This design comes from an exercise in tuning for small area and a short achievable clock period on the open sky130 flow, not from production work. Function was checked by simulation only, so behaviour that the tests miss may differ from the original.

==> flow/design.v <==
module cpu_core(
	input clk, reset,
	output[15:0] mem_addr,
	output[15:0] mem_wdata,
	output mem_we,
	input[15:0] mem_rdata
	);
	localparam FETCH = 2'd0, DECODE = 2'd1, EX = 2'd2, WB = 2'd3;
	reg [1:0] ph;
	reg [15:0] instr, pc, addr_q, opa, alu_q;
	reg we_q;
	reg cout, b15_q, ult_q, eq_q;
	reg [1:0] cg1, psr1;	 
	reg [2:0] cg2, psr2;	 
	wire fetch = ph == FETCH;
	wire dec = ph == DECODE;
	wire ex = ph == EX;
	wire wb = ph == WB;
	assign mem_addr = addr_q;
	assign mem_wdata = opa;
	assign mem_we = we_q;
	wire [3:0] op = instr[15:12];
	wire [3:0] ox = instr[7:4];
	wire [3:0] rd = instr[11:8];
	wire [3:0] rs = instr[3:0];
	wire c_r = (op == 4'b0000) | (op == 4'b1000 & ox[2]);
	wire c_i = (op == 4'b0101) | (op == 4'b1001) | (op == 4'b1011) | (op == 4'b0001) |
	           (op == 4'b0010) | (op == 4'b0011) | (op == 4'b1101) | (op == 4'b1111) |
	           (op == 4'b1000 & ~ox[2]);
	wire c_l = (op == 4'b0100) & (ox == 4'b0000);
	wire c_s = (op == 4'b0100) & (ox == 4'b0100);
	wire c_j = (op == 4'b0100) & (ox != 4'b0000) & (ox != 4'b0100);
	wire c_b = (op == 4'b1100);
	wire known = c_r | c_i | c_l | c_s | c_j | c_b;
	wire c_ri = c_r | c_i;
	wire [3:0] f = c_r ? ox : op;		 
	wire f_and = f == 4'b0001, f_or = f == 4'b0010, f_xor = f == 4'b0011;
	wire f_add = f == 4'b0101, f_sub = f == 4'b1001, f_cmp = f == 4'b1011;
	wire f_sll = c_r ? (ox == 4'b0100) : (op == 4'b1000);
	wire f_mov = c_r ? (ox == 4'b1101) : (op == 4'b1101 | op == 4'b1111);
	wire lui = ~c_r & (op == 4'b1111);
	wire act = ex | wb;
	wire is_add = act & (c_ri & f_add | c_b);
	wire is_sub = act & c_ri & (f_sub | f_cmp);
	wire setznl = act & c_ri & f_cmp;
	reg [15:0] rf [0:15];
	reg [15:0] rda, rdb;
	integer i;
	always @(*) begin
		rda = 16'd0;
		rdb = 16'd0;
		for (i = 0; i < 16; i = i + 1) begin
			rda = rda | ({16{rd == i}} & rf[i]);
			rdb = rdb | ({16{rs == i}} & rf[i]);
		end
	end
	wire rf_we = wb & (c_r & ~f_cmp | c_i & ~f_cmp | c_l | c_j & (ox == 4'b1000));
	always @(posedge clk)
		for (i = 0; i < 16; i = i + 1)
			if (~reset)
				rf[i] <= 16'd0;
			else if (rf_we & (rd == i))
				rf[i] <= alu_q;
	wire [15:0] se_imm = {{8{instr[7]}}, instr[7:0]};
	wire [15:0] b = c_r ? addr_q : lui ? {instr[7:0], 8'd0} : se_imm;
	wire [15:0] a = opa;
	wire [15:0] bx = is_sub ? ~b : b;
	wire [16:0] sum = {1'b0, a} + {1'b0, bx} + {16'd0, is_sub};
	wire c16 = sum[16];
	wire sign17 = a[15] ^ bx[15] ^ c16;
	wire eq = a == b;
	wire [31:0] shl = {16'd0, a} << b[3:0];
	wire [15:0] sll = b[15] ? ((b[14:4] == 11'h7ff) ? shl[31:16] : 16'd0)
	                        : ((b[14:4] == 11'h000) ? shl[15:0] : 16'd0);
	wire [15:0] pc1 = pc + 16'd1;
	reg [15:0] res;
	always @(*) begin
		if (c_l) res = mem_rdata;
		else if (c_j) res = pc1;
		else if (c_b) res = sum[15:0];
		else if (f_mov) res = b;
		else if (f_or) res = a | b;
		else if (f_xor) res = a ^ b;
		else if (f_add | f_sub | f_cmp) res = sum[15:0];
		else if (f_sll) res = sll;
		else res = a & b;
	end
	wire rwb = wb & c_r;		 
	wire fb15 = rwb ? b15_q : b[15];
	wire fult = rwb ? ult_q : ~c16;
	wire feq = rwb ? eq_q : eq;
	wire fsgn = rwb ? cout : sign17;
	wire p15 = alu_q[15];
	wire ovf = (~p15 & a[15] & fb15) | (p15 & ~a[15] & ~fb15);
	always @(posedge clk) begin
		b15_q <= b[15];
		ult_q <= ~c16;
		eq_q <= eq;
		if (~reset) begin
			cg1 <= 2'b0;
			cg2 <= 3'b0;
			cout <= 1'b0;
		end else begin
			if (is_add) begin
				cg1 <= {ovf, cout};
				cout <= fsgn;
			end
			if (is_sub) begin
				cg1 <= {ovf | fsgn, fult};
				cout <= fsgn;
			end
			if (setznl)
				cg2 <= {fsgn, feq, fult};
		end
	end
	always @(posedge clk)
		if (~reset) begin
			psr1 <= 2'b0;
			psr2 <= 3'b0;
		end else if (act & c_ri) begin
			psr1 <= cg1;
			psr2 <= cg2;
		end
	wire carry = psr1[0], fl = psr1[1], low = psr2[0], zero = psr2[1], neg = psr2[2];
	reg cond;
	always @(*)
		case (rd)
			4'b0000: cond = zero;
			4'b0001: cond = ~zero;
			4'b0010: cond = carry;
			4'b0011: cond = ~carry;
			4'b0100: cond = low;
			4'b0101: cond = ~low;
			4'b0110: cond = neg;
			4'b0111: cond = ~neg;
			4'b1000: cond = fl;
			4'b1001: cond = ~fl;
			4'b1010: cond = ~low & ~zero;
			4'b1011: cond = low & zero;
			4'b1100: cond = ~neg & ~zero;
			4'b1101: cond = neg | zero;
			4'b1110: cond = 1'b1;
			default: cond = 1'b0;
		endcase
	wire [15:0] target = (c_j & cond) ? opa : (c_b & cond) ? alu_q : pc1;
	wire [15:0] pc_next = wb ? target : pc;
	wire next_ma = dec & known | ex & (c_l | c_s);
	always @(posedge clk) begin
		if (~reset) begin
			ph <= FETCH;
			pc <= 16'd0;
			instr <= 16'd0;
			addr_q <= 16'd0;
			we_q <= 1'b0;
		end else begin
			case (ph)
				FETCH: ph <= DECODE;
				DECODE: ph <= known ? EX : FETCH;
				EX: ph <= WB;
				default: ph <= FETCH;
			endcase
			pc <= pc_next;
			if (fetch)
				instr <= mem_rdata;
			addr_q <= next_ma ? rdb : pc_next;
			we_q <= ex & c_s;
		end
		opa <= c_b ? pc : c_j ? rdb : rda;
		alu_q <= dec ? {rda[15] & rdb[15], res[14:0]} : res;
	end
endmodule
==> flow/run.sh <==
#!/bin/bash
# synth_recipe.tcl (not shown) runs the flow's synth.tcl, then flattens the netlist and writes it again
# the make line also repeats each setting of config.mk as NAME=value (left out here)
make -C /OpenROAD-flow-scripts/flow DESIGN_CONFIG=/design/flow/config.mk WORK_HOME=/design/flow/orfs CLKGATE_MAP_FILE= SYNTH_SCRIPT=/design/flow/synth_recipe.tcl finish
==> flow/config.mk <==
export PLATFORM = sky130hd
export DESIGN_NAME = cpu_core
export DESIGN_NICKNAME = cpu_core
export VERILOG_FILES = /design/flow/design.v
export SDC_FILE = /design/flow/constraint.sdc
export NUM_CORES = 4
export LEC_CHECK = 0
export CAP_MARGIN = 20
export CORE_MARGIN = 2
export CORE_UTILIZATION = 40
export SLEW_MARGIN = 20
==> flow/constraint.sdc <==
create_clock -name core_clock -period 10.0 [get_ports {clk}]
set_input_delay 2.0000 -clock core_clock [delete_from_list [all_inputs] [get_ports {clk}]]
set_output_delay 2.0000 -clock core_clock [all_outputs]
set_load 0.01 [all_outputs]
==> flow_summary.ini <==
[status]
outcome = finished clean

[logic_synthesis]
syn_area_um2 = 21200
yosysSeqAreaShare_pct = 33.4
synth_top_area_share_pct = 33.4
synth_area_leaders = dfxtp_1 33%, nand2_1 11%, a21boi_0 9.0%, a22oi_1 3.7%, a221oi_1 3.5%
netlist_instances = 2702
synthArstFlopShare_pct = 0
avgSynthCellArea_um2 = 7.84
yosys.area.top_type = dfxtp_1
synth_edf_count = 0
ys.flop_type = dfxtp_1
ys_warn_count = 2
synth_common_cells = 649 x nand2_1, 353 x dfxtp_1, 253 x a21boi_0
yosysUniqueCellTypes = 92
ys_ff_latch = 353
yosysMostFrequentCell = nand2_1
syn_nets = 2770

[clock_network]
insertion_delay_ns = 0.60
cts_resized = 0
cts_hold_buffers = 0
postCtsSetupRepairBufs = 0
cts_tree = built
cts.sinks = 353
clock_path_buffers = 3
cts.htree.levels = 2
numCtsBuffers = 40
cts_root_buf = clkbuf_16
clk_pin_slew_worst_paths_ns = 0.07

[layout]
nets = 2690
drive_gt1_share_pct = 8.26
diodes = 0
syn2layout_area_growth_pct = 11.0

[route]
remaining_drc_errors = 0
vias = 22200
drtIter0Drc = 3129
wl_per_cell_um = 29.1
postRouteAntennaNets = 0
dr.pass1.iters = 7
routed_wl_mm = 97.3
via_per_inst = 6.64

[worst_hold_path]
hp-start = rf[5][12]$_SDFFE_PN0P_
hold_end = rf[5][12]$_SDFFE_PN0P_
hold_class = reg2reg
holdPathStages = 2

[power]
powerDensity_nw_per_um2 = 156
ir_worst_vdd_mv = 0.128
power_leakage_nw = 8.07
total_power_w = 0.00367

[critical_path]
r2r-end = cg2[0]$_SDFFE_PN0P_
rr_startpoint = instr[15]$_SDFFE_PN0P_
worstPathCellList = nand2b_1, a31oi_1, buf_4, nor4b_4, buf_4, xnor2_1, inv_1, fa_1, nor2b_1, o21ai_0, a21boi_0, o21ai_0, a211oi_1, o21a_1, o21ai_0, a22oi_1, a21oi_1
path_class = reg2reg
cpMaxStageDelayCell = dfxtp_1
max_stage_delay_ns = 0.92
critPathLaunchType = register
r2r_slack_ns = 4.66
crit_arrival_ns = 5.76
endpoint_kind = register
worstPathMaxFanout = 22
reg2reg_depth = 17
cp_common_cell = o21ai_0
crit_required_ns = 10.42

[global_route]
gr-usage-all-layers_pct = 34.8
overflow = 0
antenna_found_initial = 0
grt_pass1_vias = 20900
grt_pass1_wl_mm = 140
grt_max_degree = 122

[die]
die-area_um2 = 54800
die_y_um = 234
rows = 84
coreArea_um2 = 52400
pin_count = 51
start_util_pct = 40.4
die_x_um = 234

[timing]
setup_viol = 0
fin_crit_sh_pct = 53.4
slew_viol_final = 0
maxSlewHeadroom_pct = 11.2
skew_ns = 0.0462
worst_pin_slew_ns = 1.33
hold_viol = 0
post-route-min-period_ns = 5.34
rsz0062_at_grt = false
timing.fmax_mhz = 187
final.setup.tns_ns = 0

[placement]
port_buffers = 50
dp_hpwl_mm = 61.7
gp_congestion = 0.987

[flow_run]
cap_viol_max_count = 0
[routing by layer]
metal | track usage, % | vias to the layer above | routed length (µm)
li1 | - | 9596 | -
met1 | 42.4 | 10400 | 36200
met2 | 53.7 | 1639 | 41700
met3 | 9.45 | 490 | 12000
met4 | 22.9 | 0 | 7400
met5 | 0 | - | 0
[state kept, by name (all words and copies together), names as in the netlist, 2 cells and up]
signal	cells
psr2	3
instr	16
addr_q	16
cg1	2
opa	16
ph	2
psr1	2
alu_q	16
rf	256
pc	16
cg2	3
[worst max path at each step]
| stage | start | endpoint | slack, ns |
|---|---|---|---|
| after CTS | instr[15]$_SDFFE_PN0P_ | cg1[0]$_SDFFE_PN0P_ | 4.72 |
| after global placement | instr[15]$_SDFFE_PN0P_ | cg1[0]$_SDFFE_PN0P_ | 4.80 |
| after global routing | instr[15]$_SDFFE_PN0P_ | cg2[0]$_SDFFE_PN0P_ | 4.23 |
| final | instr[15]$_SDFFE_PN0P_ | cg2[0]$_SDFFE_PN0P_ | 4.66 |
| after floorplan | instr[13]$_SDFFE_PN0P_ | cg1[0]$_SDFFE_PN0P_ | 5.76 |
| after detailed placement | instr[15]$_SDFFE_PN0P_ | cg1[0]$_SDFFE_PN0P_ | 4.75 |
[report_power, final]
part           internal [W]  total, W  switching, W
Sequential          0.00144   0.00161      0.000167
Clock              0.000829   0.00146      0.000633
Combinational      0.000205  0.000595      0.000390
Total               0.00248   0.00367       0.00119
[layout make-up]
class	instances	area (µm²)
fill	5162	28900
multi-input combinational	2060	13100
clock buffer	64	1160
inverter	53	199
clock inverter	8	111
tap	688	861
timing repair buffer	114	990
sequential	353	7070
[placed cells by master, fill, tap and decap left out, types with 9 or more instances in the layout]
cell type and instances:
a21o_1 13, a221oi_1 84, nor2_1 106, dfxtp_1 353, a21boi_0 253, o31ai_1 9, mux2i_1 46, nor4_1 9
nand4_1 34, xor2_1 14, o221ai_1 9, o21ai_0 81, nor3_1 29, o21a_1 10, nand2b_1 10, mux2_2 10
nor2b_1 16, a211oi_1 21, nor3_2 10, clkdlybuf4s50_1 49, o32ai_1 9, and2_1 21, a211o_1 9, nand2_1 647
inv_2 10, buf_4 63, o211ai_1 15, nand3_1 59, clkbuf_16 40, a22o_1 82, and3_1 15, inv_1 42
xnor2_1 22, a22oi_1 105, a21boi_1 32, a21oi_1 75, ha_1 49, clkbuf_1 17, o22ai_1 17
[kinds of logic (layout without fill, tap and decap cells)]
logic type               count (synthesis)  in the layout  synth area share (%)
adder cells (fa/ha/maj)                 50             50                  2.99
buffers and inverters                  289            239                  5.80
flip-flops                             353            353                  33.4
multiplexers                            62             62                  3.27
AND/OR/NAND/NOR                       1020           1020                  21.4
AO/OA/AOI/OAI                          892            892                  31.7
XOR/XNOR                                36             36                  1.49
[critical path, delay by kind of cell, from the launching register on]
kind,cells,cell delay (ns)
DFF,1,0.92
xor gates and xnor gates,1,0.25
adders and majority gates,1,0.40
AOI/OAI and AO/OA,9,2.26
buffers and inverters,3,0.62
and+or+nand+nor,3,0.74
[stage by stage]
stage	util, %	cell area, µm²	hold WS (ns)	instances	worst slack, ns
4_1_cts	44.8	23500	0.476	3340	4.72
5_1_grt	44.9	23500	0.493	3340	4.23
3_3_place_gp	42.4	22200	0.463	3267	4.80
2_1_floorplan	-	21200	0.446	2702	5.76
3_5_place_dp	42.4	22200	0.467	3268	4.75
6_report	44.9	23500	0.480	3340	4.66

[afterwards: timing with drivers on the ports]
How much do the figures lean on ideal ports? The routed layout below was timed once more, with nothing changed but the port constraints.
Step 1 (the two cells are an assumption about what drives the block):
set clk [get_ports {clk}]
set_driving_cell -lib_cell sky130_fd_sc_hd__clkbuf_16 $clk
set_driving_cell -lib_cell sky130_fd_sc_hd__buf_2 [delete_from_list [all_inputs] $clk]
Step 2 adds t to the input delays and takes it off the output delays; t is the mean of the earliest and latest rising clock arrival at the registers after step 1. Input paths then give back, and output paths get back, about the clock's delay inside the block.
Slacks: ideal / step 1 / step 2; pairs: ideal / step 1.
t (ns): 0.635
slack for setup (ns): 4.661 / 4.661 / 4.661
latest minus earliest clock arrival (ns): 0.047 / 0.047
After both steps this run still meets setup and hold. For this run, drivers alone change the setup slack by 0.000 ns; drivers and shift together by 0.000 ns.
